What follows belongs to an exercise in optimizing a design on an open flow for small area; a production flow would make more cautious choices.
Function was checked by simulation only, so behaviour that the tests miss may differ from the original.

Design tb_hw, start of the top module:
module tb_hw (
    input clk,
    input rst,
    output out_test,
    input uart_rx,
    output rpi_tx,
    input sck_in,
    input ws_in,
    input sd_in,
    output out_test2,
    output [7:0] led
);
Settings: LEC_CHECK=0, CAP_MARGIN=20, CORE_MARGIN=2, CORE_UTILIZATION=55, SLEW_MARGIN=20, SYNTH_MEMORY_MAX_BITS=262144; clock period 10.0 ns.
standard.sh (not shown) runs the stock make flow with config.mk's settings and CLKGATE_MAP_FILE= SYNTH_SCRIPT=/design/flow/synth_recipe.tcl, a recipe that flattens the netlist after the stock synthesis.
==> flow/flow/run.sh <==
#!/bin/bash
# Layout flow: the standard ORFS flow with these changes.
#  - Synthesis: the standard script, but without the quick ABC pass before
#    full-adder extraction, and with an area-oriented ABC script for the final
#    mapping.  Its registers are checked against the standard synthesis (made
#    first, in orfs_ref/); if they differ, the standard synthesis is used.
#  - Ports are buffered with buf_1 cells.
#  - The clock tree uses clkbuf_4 cells and no dummy loads.
# Every tool writes its log under orfs/logs (and orfs_ref/logs); make's own
# output goes to make_*.log here.
set -euo pipefail
W=$PWD
RES=orfs/results/$FLOW_PLATFORM/tb_hw/base
REF=orfs_ref/results/$FLOW_PLATFORM/tb_hw/base

# reference: the standard synthesis
bash standard.sh WORK_HOME=$W/orfs_ref synth > make_ref_synth.log 2>&1

# own synthesis
mkdir -p own
sed 's#^\(\s*\)log_cmd abc {\*}\$abc_args#\1set abc_args [lreplace $abc_args 1 1 '"$W"'/flow/abc_area.script]\n\1log_cmd abc {*}$abc_args#' \
  "$FLOW_HOME/scripts/synth.tcl" > own/synth_core.tcl
grep -q "flow/abc_area.script" own/synth_core.tcl
sed "s#source \$::env(SCRIPTS_DIR)/synth.tcl#source $W/own/synth_core.tcl#" synth_recipe.tcl > own/synth.tcl
grep -q "own/synth_core.tcl" own/synth.tcl
own_ok=1
bash standard.sh SYNTH_SCRIPT=$W/own/synth.tcl SYNTH_ARGS=-noabc synth > make_own_synth.log 2>&1 || own_ok=0
if [[ $own_ok == 1 ]] && python3 flow/check_regs.py $REF/1_2_yosys.v $RES/1_2_yosys.v > check_regs.log 2>&1; then
  echo "own synthesis used" >> check_regs.log
else
  echo "standard synthesis used" >> check_regs.log
  rm -rf orfs
  bash standard.sh synth > make_std_synth.log 2>&1
fi

bash standard.sh \
  "BUFFER_PORTS_ARGS=-buffer_cell sky130_fd_sc_hd__buf_1" \
  "CTS_ARGS=-sink_clustering_enable -repair_clock_nets -dont_use_dummy_load -buf_list sky130_fd_sc_hd__clkbuf_4" \
  finish > make_finish.log 2>&1
==> flow/flow/abc_area.script <==
strash
dc2
&get -n
&st
&dch -f
&nf -p -R 1000
&st
&dch -f
&nf -p -R 1000
&put
topo
Other scripts of this flow, unchanged in this note and not shown: flow/flow/check_regs.py
The first run produced a clean layout.
Edit:
==> flow/flow/run.sh (replaced) <==
#!/bin/bash
# Layout flow: the standard ORFS flow with these changes.
#  - Synthesis: the standard script with SYNTH_ARGS=-noabc, which skips the
#    quick ABC pass that runs before full-adder extraction, so the design's
#    full adders are all found.  Its registers are checked against the
#    standard synthesis (made first, in orfs_ref/); if they differ, the
#    standard synthesis is used instead.
#  - Ports are buffered with buf_1 cells.
#  - The clock tree uses clkbuf_4 cells and no dummy loads.
# Every tool writes its log under orfs/logs (and orfs_ref/logs); make's own
# output goes to make_*.log here.
set -euo pipefail
W=$PWD
RES=orfs/results/$FLOW_PLATFORM/tb_hw/base
REF=orfs_ref/results/$FLOW_PLATFORM/tb_hw/base

bash standard.sh WORK_HOME=$W/orfs_ref synth > make_ref_synth.log 2>&1

own_ok=1
bash standard.sh SYNTH_ARGS=-noabc synth > make_own_synth.log 2>&1 || own_ok=0
if [[ $own_ok == 1 ]] && python3 flow/check_regs.py $REF/1_2_yosys.v $RES/1_2_yosys.v > check_regs.log 2>&1; then
  echo "own synthesis used" >> check_regs.log
else
  echo "standard synthesis used" >> check_regs.log
  rm -rf orfs
  bash standard.sh synth > make_std_synth.log 2>&1
fi

bash standard.sh \
  "BUFFER_PORTS_ARGS=-buffer_cell sky130_fd_sc_hd__buf_1" \
  "CTS_ARGS=-sink_clustering_enable -repair_clock_nets -dont_use_dummy_load -buf_list sky130_fd_sc_hd__clkbuf_4" \
  finish > make_finish.log 2>&1
removed: flow/flow/abc_area.script
Effect:
- cell count went up by a few percent
- count of clock-buffer cells in the layout stays the same
- first-iteration DRC count went down by a quarter to a third
- wire length grows slightly

[separate check: timing with driven ports]
In the flow no input, the clock included, has a driving cell. The finished layouts below were timed again as built, in two steps. Step 1 sets driving cells, clkbuf_16 on the clock port and buf_2 on the other inputs (assumed; they add their load-dependent delay and slew). Step 2 adds t to the input delays and takes it off the output delays; t is the mean of the earliest and latest rising clock arrival at the registers after step 1. Input paths then give back, and output paths get back, about the clock's delay inside the block. Slacks: ideal / step 1 / step 2; pairs: ideal / step 1.
| run | t, ns | slack for setup (ns) | hold WS [ns] | worst setup path at the end |
|---|---|---|---|---|
| the first run | 0.544 | 0.232 / 0.232 / 0.232 | 0.333 / 0.333 / 0.333 | register to register |
| the second run | 0.559 | 0.195 / 0.195 / 0.195 | 0.328 / 0.328 / 0.328 | register to register |
After both steps every run listed still meets setup and hold.
